This is an optimization exercise on Yosys and OpenROAD, whose aim is small area, not a production implementation. RTL that was checked went through simulation tests only; none was proved equivalent to the original.

Setup of maple:
==> flow/design.v <==
module bf16_mul_front(
    input  [15:0] a,
    input  [15:0] b,
    output [21:0] w
);
  wire       sa = a[15], sb = b[15];
  wire [7:0] ea = a[14:7], eb = b[14:7];
  wire [6:0] fa = a[6:0], fb = b[6:0];
  wire a_max = &ea, b_max = &eb;
  wire a_zer = ~|ea, b_zer = ~|eb;
  wire a_fz  = ~|fa, b_fz  = ~|fb;
  wire nan   = (a_max & ~a_fz) | (b_max & ~b_fz) |
               (a_max & b_zer & b_fz) | (b_max & a_zer & a_fz);
  wire inf   = a_max | b_max;
  wire zer   = a_zer | b_zer;
  wire [8:0] e   = ea + eb;
  wire       ulo = ~e[8] & ~e[7];                  
  wire       uhi = e[8] & (e[7:0] > 8'd123);       
  wire [1:0] cls = nan              ? 2'd3 :
                   inf              ? 2'd2 :
                   zer | ulo        ? 2'd1 :
                   uhi              ? 2'd2 : 2'd0;
  wire [7:0] e0  = e[7:0] + 8'd129;
  wire t1 = (fa[0]&fb[6]) ^ (fa[1]&fb[5]);
  wire t2 = (fa[0]&fb[6]) & (fa[1]&fb[5]);
  wire t3 = fa[0] ^ fb[0] ^ (fa[1]&fb[6]);
  wire t4 = (fa[0] & fb[0]) | (fa[0] & (fa[1]&fb[6])) | (fb[0] & (fa[1]&fb[6]));
  wire t5 = (fa[2]&fb[5]) ^ (fa[3]&fb[4]);
  wire t6 = (fa[2]&fb[5]) & (fa[3]&fb[4]);
  wire t7 = fa[1] ^ fb[1] ^ (fa[2]&fb[6]);
  wire t8 = (fa[1] & fb[1]) | (fa[1] & (fa[2]&fb[6])) | (fb[1] & (fa[2]&fb[6]));
  wire t9 = (fa[3]&fb[5]) ^ (fa[4]&fb[4]);
  wire t10 = (fa[3]&fb[5]) & (fa[4]&fb[4]);
  wire t11 = fa[2] ^ fb[2] ^ (fa[3]&fb[6]);
  wire t12 = (fa[2] & fb[2]) | (fa[2] & (fa[3]&fb[6])) | (fb[2] & (fa[3]&fb[6]));
  wire t13 = (fa[0]&fb[4]) ^ (fa[1]&fb[3]);
  wire t14 = (fa[0]&fb[4]) & (fa[1]&fb[3]);
  wire t15 = (fa[0]&fb[5]) ^ (fa[1]&fb[4]) ^ (fa[2]&fb[3]);
  wire t16 = ((fa[0]&fb[5]) & (fa[1]&fb[4])) | ((fa[0]&fb[5]) & (fa[2]&fb[3])) | ((fa[1]&fb[4]) & (fa[2]&fb[3]));
  wire t17 = (fa[3]&fb[2]) ^ (fa[4]&fb[1]);
  wire t18 = (fa[3]&fb[2]) & (fa[4]&fb[1]);
  wire t19 = (fa[2]&fb[4]) ^ (fa[3]&fb[3]) ^ (fa[4]&fb[2]);
  wire t20 = ((fa[2]&fb[4]) & (fa[3]&fb[3])) | ((fa[2]&fb[4]) & (fa[4]&fb[2])) | ((fa[3]&fb[3]) & (fa[4]&fb[2]));
  wire t21 = (fa[5]&fb[1]) ^ (fa[6]&fb[0]) ^ t1;
  wire t22 = ((fa[5]&fb[1]) & (fa[6]&fb[0])) | ((fa[5]&fb[1]) & t1) | ((fa[6]&fb[0]) & t1);
  wire t23 = (fa[4]&fb[3]) ^ (fa[5]&fb[2]) ^ (fa[6]&fb[1]);
  wire t24 = ((fa[4]&fb[3]) & (fa[5]&fb[2])) | ((fa[4]&fb[3]) & (fa[6]&fb[1])) | ((fa[5]&fb[2]) & (fa[6]&fb[1]));
  wire t25 = t3 ^ t5 ^ t2;
  wire t26 = (t3 & t5) | (t3 & t2) | (t5 & t2);
  wire t27 = (fa[5]&fb[3]) ^ (fa[6]&fb[2]) ^ t7;
  wire t28 = ((fa[5]&fb[3]) & (fa[6]&fb[2])) | ((fa[5]&fb[3]) & t7) | ((fa[6]&fb[2]) & t7);
  wire t29 = t9 ^ t4 ^ t6;
  wire t30 = (t9 & t4) | (t9 & t6) | (t4 & t6);
  wire t31 = (fa[4]&fb[5]) ^ (fa[5]&fb[4]) ^ (fa[6]&fb[3]);
  wire t32 = ((fa[4]&fb[5]) & (fa[5]&fb[4])) | ((fa[4]&fb[5]) & (fa[6]&fb[3])) | ((fa[5]&fb[4]) & (fa[6]&fb[3]));
  wire t33 = t11 ^ t8 ^ t10;
  wire t34 = (t11 & t8) | (t11 & t10) | (t8 & t10);
  wire t35 = fa[3] ^ fb[3] ^ (fa[4]&fb[6]);
  wire t36 = (fa[3] & fb[3]) | (fa[3] & (fa[4]&fb[6])) | (fb[3] & (fa[4]&fb[6]));
  wire t37 = (fa[5]&fb[5]) ^ (fa[6]&fb[4]) ^ t12;
  wire t38 = ((fa[5]&fb[5]) & (fa[6]&fb[4])) | ((fa[5]&fb[5]) & t12) | ((fa[6]&fb[4]) & t12);
  wire t39 = fa[4] ^ fb[4] ^ (fa[5]&fb[6]);
  wire t40 = (fa[4] & fb[4]) | (fa[4] & (fa[5]&fb[6])) | (fb[4] & (fa[5]&fb[6]));
  wire t41 = (fa[0]&fb[3]) ^ (fa[1]&fb[2]);
  wire t42 = (fa[0]&fb[3]) & (fa[1]&fb[2]);
  wire t43 = (fa[2]&fb[2]) ^ (fa[3]&fb[1]) ^ (fa[4]&fb[0]);
  wire t44 = ((fa[2]&fb[2]) & (fa[3]&fb[1])) | ((fa[2]&fb[2]) & (fa[4]&fb[0])) | ((fa[3]&fb[1]) & (fa[4]&fb[0]));
  wire t45 = (fa[5]&fb[0]) ^ t15 ^ t17;
  wire t46 = ((fa[5]&fb[0]) & t15) | ((fa[5]&fb[0]) & t17) | (t15 & t17);
  wire t47 = t19 ^ t21 ^ t16;
  wire t48 = (t19 & t21) | (t19 & t16) | (t21 & t16);
  wire t49 = t23 ^ t25 ^ t20;
  wire t50 = (t23 & t25) | (t23 & t20) | (t25 & t20);
  wire t51 = t27 ^ t29 ^ t24;
  wire t52 = (t27 & t29) | (t27 & t24) | (t29 & t24);
  wire t53 = t31 ^ t33 ^ t28;
  wire t54 = (t31 & t33) | (t31 & t28) | (t33 & t28);
  wire t55 = t35 ^ t37 ^ t32;
  wire t56 = (t35 & t37) | (t35 & t32) | (t37 & t32);
  wire t57 = (fa[6]&fb[5]) ^ t39 ^ t36;
  wire t58 = ((fa[6]&fb[5]) & t39) | ((fa[6]&fb[5]) & t36) | (t39 & t36);
  wire t59 = fa[5] ^ fb[5] ^ (fa[6]&fb[6]);
  wire t60 = (fa[5] & fb[5]) | (fa[5] & (fa[6]&fb[6])) | (fb[5] & (fa[6]&fb[6]));
  wire t61 = (fa[0]&fb[2]) ^ (fa[1]&fb[1]);
  wire t62 = (fa[0]&fb[2]) & (fa[1]&fb[1]);
  wire t63 = (fa[2]&fb[1]) ^ (fa[3]&fb[0]) ^ t41;
  wire t64 = ((fa[2]&fb[1]) & (fa[3]&fb[0])) | ((fa[2]&fb[1]) & t41) | ((fa[3]&fb[0]) & t41);
  wire t65 = t13 ^ t43 ^ t42;
  wire t66 = (t13 & t43) | (t13 & t42) | (t43 & t42);
  wire t67 = t14 ^ t45 ^ t44;
  wire t68 = (t14 & t45) | (t14 & t44) | (t45 & t44);
  wire t69 = t18 ^ t47 ^ t46;
  wire t70 = (t18 & t47) | (t18 & t46) | (t47 & t46);
  wire t71 = t22 ^ t49 ^ t48;
  wire t72 = (t22 & t49) | (t22 & t48) | (t49 & t48);
  wire t73 = t26 ^ t51 ^ t50;
  wire t74 = (t26 & t51) | (t26 & t50) | (t51 & t50);
  wire t75 = t30 ^ t53 ^ t52;
  wire t76 = (t30 & t53) | (t30 & t52) | (t53 & t52);
  wire t77 = t34 ^ t55 ^ t54;
  wire t78 = (t34 & t55) | (t34 & t54) | (t55 & t54);
  wire t79 = t38 ^ t57 ^ t56;
  wire t80 = (t38 & t57) | (t38 & t56) | (t57 & t56);
  wire t81 = t40 ^ t59 ^ t58;
  wire t82 = (t40 & t59) | (t40 & t58) | (t59 & t58);
  wire t83 = fa[6] ^ fb[6] ^ t60;
  wire t84 = (fa[6] & fb[6]) | (fa[6] & t60) | (fb[6] & t60);
  wire [15:0] pr0 = {1'b0, 1'b1, t83, t81, t79, t77, t75, t73, t71, t69, t67, t65, t63, (fa[2]&fb[0]), (fa[0]&fb[1]), (fa[0]&fb[0])};
  wire [15:0] pr1 = {1'b0, t84, t82, t80, t78, t76, t74, t72, t70, t68, t66, t64, t62, t61, (fa[1]&fb[0]), 1'b0};
  wire [9:0] u;
  wire [15:0] p = pr0 + pr1;
  assign u = p[15:6];
  wire st = (fa[0]&fb[0]) | (fa[0]&fb[1]) | (fa[0]&fb[2]) | (fa[0]&fb[3]) | (fa[0]&fb[4]) | (fa[0]&fb[5]) | (fa[1]&fb[0]) | (fa[1]&fb[1]) | (fa[1]&fb[2]) | (fa[1]&fb[3]) | (fa[1]&fb[4]) | (fa[2]&fb[0]) | (fa[2]&fb[1]) | (fa[2]&fb[2]) | (fa[2]&fb[3]) | (fa[3]&fb[0]) | (fa[3]&fb[1]) | (fa[3]&fb[2]) | (fa[4]&fb[0]) | (fa[4]&fb[1]) | (fa[5]&fb[0]);
  assign w = {sa ^ sb, cls, e0, u, st};
endmodule
module bf16_mul_back(
    input  [21:0] w,
    output [15:0] z
);
  wire       s   = w[21];
  wire [1:0] cls = w[20:19];
  wire [7:0] e0  = w[18:11];
  wire [9:0] u   = w[10:1];           
  wire       st  = w[0];
  wire       h    = u[9];
  wire [6:0] n0   = u[7:1];           
  wire [6:0] n1   = u[8:2];           
  wire       rnd0 = u[0] & (st | n0[0]);
  wire       rnd1 = u[1] & (st | u[0] | n1[0]);
  wire [6:0] m0   = n0 + rnd0;
  wire [6:0] m1   = n1 + rnd1;
  wire       ovf  = h & rnd1 & (&n1);
  wire [6:0] m    = h ? m1 : m0;
  wire [7:0] ez   = e0 + h + ovf;
  assign z = cls == 2'd3 ? 16'hffc0 :
             cls == 2'd2 ? {s, 8'hff, 7'd0} :
             cls == 2'd1 ? {s, 15'd0} :
                           {s, ez, m};
endmodule
module mul_tree_bf16_12(
        input clk,
        input rst,
        input [(4*32-1):0] mul_ins,
        input mul_stb,
        input [1:0] mode,
        output reg [(4*16-1):0] outputs,
        output reg [3:0] final_output_stbs_1
    );
  reg        s1, v1, v2, v3;    
  reg        m2;                
  reg [21:0] w0, w1, w2, w3;    
  reg [21:0] x0, x1;            
  reg [21:0] y0;                
  wire [21:0] w0_d, w1_d, w2_d, w3_d, x0_d, x1_d, y0_d;
  wire [15:0] p0, p1, p2, p3, q0, q1, r0;
  wire [15:0] q1_a = m2 ? 16'h3f80 : p3;
  bf16_mul_front f_p0 (.a(mul_ins[31:16]),   .b(mul_ins[15:0]),   .w(w0_d));
  bf16_mul_front f_p1 (.a(mul_ins[63:48]),   .b(mul_ins[47:32]),  .w(w1_d));
  bf16_mul_front f_p2 (.a(mul_ins[95:80]),   .b(mul_ins[79:64]),  .w(w2_d));
  bf16_mul_front f_p3 (.a(mul_ins[127:112]), .b(mul_ins[111:96]), .w(w3_d));
  bf16_mul_back  b_p0 (.w(w0), .z(p0));
  bf16_mul_back  b_p1 (.w(w1), .z(p1));
  bf16_mul_back  b_p2 (.w(w2), .z(p2));
  bf16_mul_back  b_p3 (.w(w3), .z(p3));
  bf16_mul_front f_q0 (.a(p1),   .b(p0), .w(x0_d));
  bf16_mul_front f_q1 (.a(q1_a), .b(p2), .w(x1_d));
  bf16_mul_back  b_q0 (.w(x0), .z(q0));
  bf16_mul_back  b_q1 (.w(x1), .z(q1));
  bf16_mul_front f_r0 (.a(q0), .b(q1), .w(y0_d));
  bf16_mul_back  b_r0 (.w(y0), .z(r0));
  always @(posedge clk) begin
    w0 <= w0_d; w1 <= w1_d; w2 <= w2_d; w3 <= w3_d;
    x0 <= x0_d; x1 <= x1_d;
    y0 <= y0_d;
    m2 <= (mode == 2'b10);
    if (rst) begin
      s1 <= 1'b0; v1 <= 1'b0; v2 <= 1'b0; v3 <= 1'b0;
    end else begin
      s1 <= mul_stb; v1 <= s1; v2 <= v1; v3 <= v2;
    end
  end
  always @(*) begin
    case (mode)
      2'b00: begin
        final_output_stbs_1 = {v1, v1, v1, v1};
        outputs = {p3, p2, p1, p0};
      end
      2'b01: begin
        final_output_stbs_1 = {2'b00, v2, v2};
        outputs = {p3, p2, q1, q0};
      end
      2'b10: begin
        final_output_stbs_1 = {2'b00, v1, v3};
        outputs = {p3, p2, p3, r0};
      end
      default: begin
        final_output_stbs_1 = {3'b000, v3};
        outputs = {p3, p2, p3, r0};
      end
    endcase
  end
endmodule
Settings: LEC_CHECK=0, CAP_MARGIN=20, CORE_MARGIN=2, CORE_UTILIZATION=65, SLEW_MARGIN=20; clock period 5.5 ns.
run.sh (not shown) runs the stock make flow with config.mk's settings and CLKGATE_MAP_FILE= SYNTH_SCRIPT=/design/flow/synth_recipe.tcl, a recipe that flattens the netlist after the stock synthesis.
maple ran to completion and came out clean on the timing, DRC and antenna checks.
What raven does differently from maple at the input level:
diff --git a/flow/design.v b/flow/design.v
--- a/flow/design.v
+++ b/flow/design.v
@@ -2,5 +2,5 @@
     input  [15:0] a,
     input  [15:0] b,
-    output [21:0] w
+    output [19:0] w
 );
   wire       sa = a[15], sb = b[15];
@@ -14,12 +14,12 @@
   wire inf   = a_max | b_max;
   wire zer   = a_zer | b_zer;
-  wire [8:0] e   = ea + eb;
-  wire       ulo = ~e[8] & ~e[7];                  
-  wire       uhi = e[8] & (e[7:0] > 8'd123);       
+  wire [8:0] S   = ea + eb + 9'd1;
+  wire       ulo = ~S[8] & (~S[7] | ~|S[6:0]);     
+  wire       uhi = S[8] & (S[7:0] > 8'd124);       
   wire [1:0] cls = nan              ? 2'd3 :
                    inf              ? 2'd2 :
                    zer | ulo        ? 2'd1 :
                    uhi              ? 2'd2 : 2'd0;
-  wire [7:0] e0  = e[7:0] + 8'd129;
+  wire [7:0] e0  = {~S[7], S[6:0]};
   wire t1 = (fa[0]&fb[6]) ^ (fa[1]&fb[5]);
   wire t2 = (fa[0]&fb[6]) & (fa[1]&fb[5]);
@@ -112,15 +112,4 @@
   assign u = p[15:6];
   wire st = (fa[0]&fb[0]) | (fa[0]&fb[1]) | (fa[0]&fb[2]) | (fa[0]&fb[3]) | (fa[0]&fb[4]) | (fa[0]&fb[5]) | (fa[1]&fb[0]) | (fa[1]&fb[1]) | (fa[1]&fb[2]) | (fa[1]&fb[3]) | (fa[1]&fb[4]) | (fa[2]&fb[0]) | (fa[2]&fb[1]) | (fa[2]&fb[2]) | (fa[2]&fb[3]) | (fa[3]&fb[0]) | (fa[3]&fb[1]) | (fa[3]&fb[2]) | (fa[4]&fb[0]) | (fa[4]&fb[1]) | (fa[5]&fb[0]);
-  assign w = {sa ^ sb, cls, e0, u, st};
-endmodule
-module bf16_mul_back(
-    input  [21:0] w,
-    output [15:0] z
-);
-  wire       s   = w[21];
-  wire [1:0] cls = w[20:19];
-  wire [7:0] e0  = w[18:11];
-  wire [9:0] u   = w[10:1];           
-  wire       st  = w[0];
   wire       h    = u[9];
   wire [6:0] n0   = u[7:1];           
@@ -128,9 +117,21 @@
   wire       rnd0 = u[0] & (st | n0[0]);
   wire       rnd1 = u[1] & (st | u[0] | n1[0]);
-  wire [6:0] m0   = n0 + rnd0;
-  wire [6:0] m1   = n1 + rnd1;
-  wire       ovf  = h & rnd1 & (&n1);
-  wire [6:0] m    = h ? m1 : m0;
-  wire [7:0] ez   = e0 + h + ovf;
+  wire [6:0] n    = h ? n1 : n0;
+  wire       rnd  = h ? rnd1 : rnd0;
+  assign w = {sa ^ sb, cls, e0, h, rnd, n};
+endmodule
+module bf16_mul_back(
+    input  [19:0] w,
+    output [15:0] z
+);
+  wire       s   = w[19];
+  wire [1:0] cls = w[18:17];
+  wire [7:0] e0  = w[16:9];
+  wire       h   = w[8];
+  wire       rnd = w[7];
+  wire [6:0] n   = w[6:0];
+  wire [6:0] m   = n + rnd;
+  wire       ovf = h & rnd & (&n);
+  wire [7:0] ez  = e0 + h + ovf;
   assign z = cls == 2'd3 ? 16'hffc0 :
              cls == 2'd2 ? {s, 8'hff, 7'd0} :
@@ -149,8 +150,8 @@
   reg        s1, v1, v2, v3;    
   reg        m2;                
-  reg [21:0] w0, w1, w2, w3;    
-  reg [21:0] x0, x1;            
-  reg [21:0] y0;                
-  wire [21:0] w0_d, w1_d, w2_d, w3_d, x0_d, x1_d, y0_d;
+  reg [19:0] w0, w1, w2, w3;    
+  reg [19:0] x0, x1;            
+  reg [19:0] y0;                
+  wire [19:0] w0_d, w1_d, w2_d, w3_d, x0_d, x1_d, y0_d;
   wire [15:0] p0, p1, p2, p3, q0, q1, r0;
   wire [15:0] q1_a = m2 ? 16'h3f80 : p3;
[summary]
- From maple to raven, number of DRC violations after detailed routing did not move at all.
- Compared to maple, raven has non-clock buffer total of the final layout about 20% higher.
- Flip-flop and latch count is higher on maple
- Summary of raven over maple: smallest setup slack after layout shrank by 0.12 ns; die width shrank by about 1.9%; met3 layer usage reported by global route grew by 1.1 points.
- Comparing maple and raven, the lower first-pass GRT wire length was measured on raven.
- On data arrival time of the critical path, the higher figure sits with raven, not maple.
- raven vs maple: final design utilization up in raven
- Transition time at the pin with the least slew margin for raven: 0.36 ns up relative to maple
- In the metrics for maple and raven, the one carrying the lower register area share after synthesis is raven.
The RTL of raven was laid out without a check of its function.

## separate check: timing with driven ports
In the flow no input, the clock included, has a driving cell. The finished layouts below were timed again as built, in two steps. Step 1 sets driving cells, clkbuf_16 on the clock port and buf_2 on the other inputs (assumed; they add their load-dependent delay and slew). Step 2 times the ports against the registers' clock, not the clock port: input delays grow and output delays shrink by t, the midpoint of the rising clock arrivals with the driver on. Three values: no drivers, after step 1, after step 2; two values: the first two.
run	t, ns	setup slack, ns	cell pins on the clock port's net
maple	0.494	0.164 / 0.138 / -0.207	1
raven	0.514	0.044 / 0.076 / -0.438	1
With both steps, setup timing fails in maple and raven, where it was met with ideal ports. For raven, which loses most, drivers alone change the setup slack by +0.032 ns; drivers and shift together by -0.482 ns.
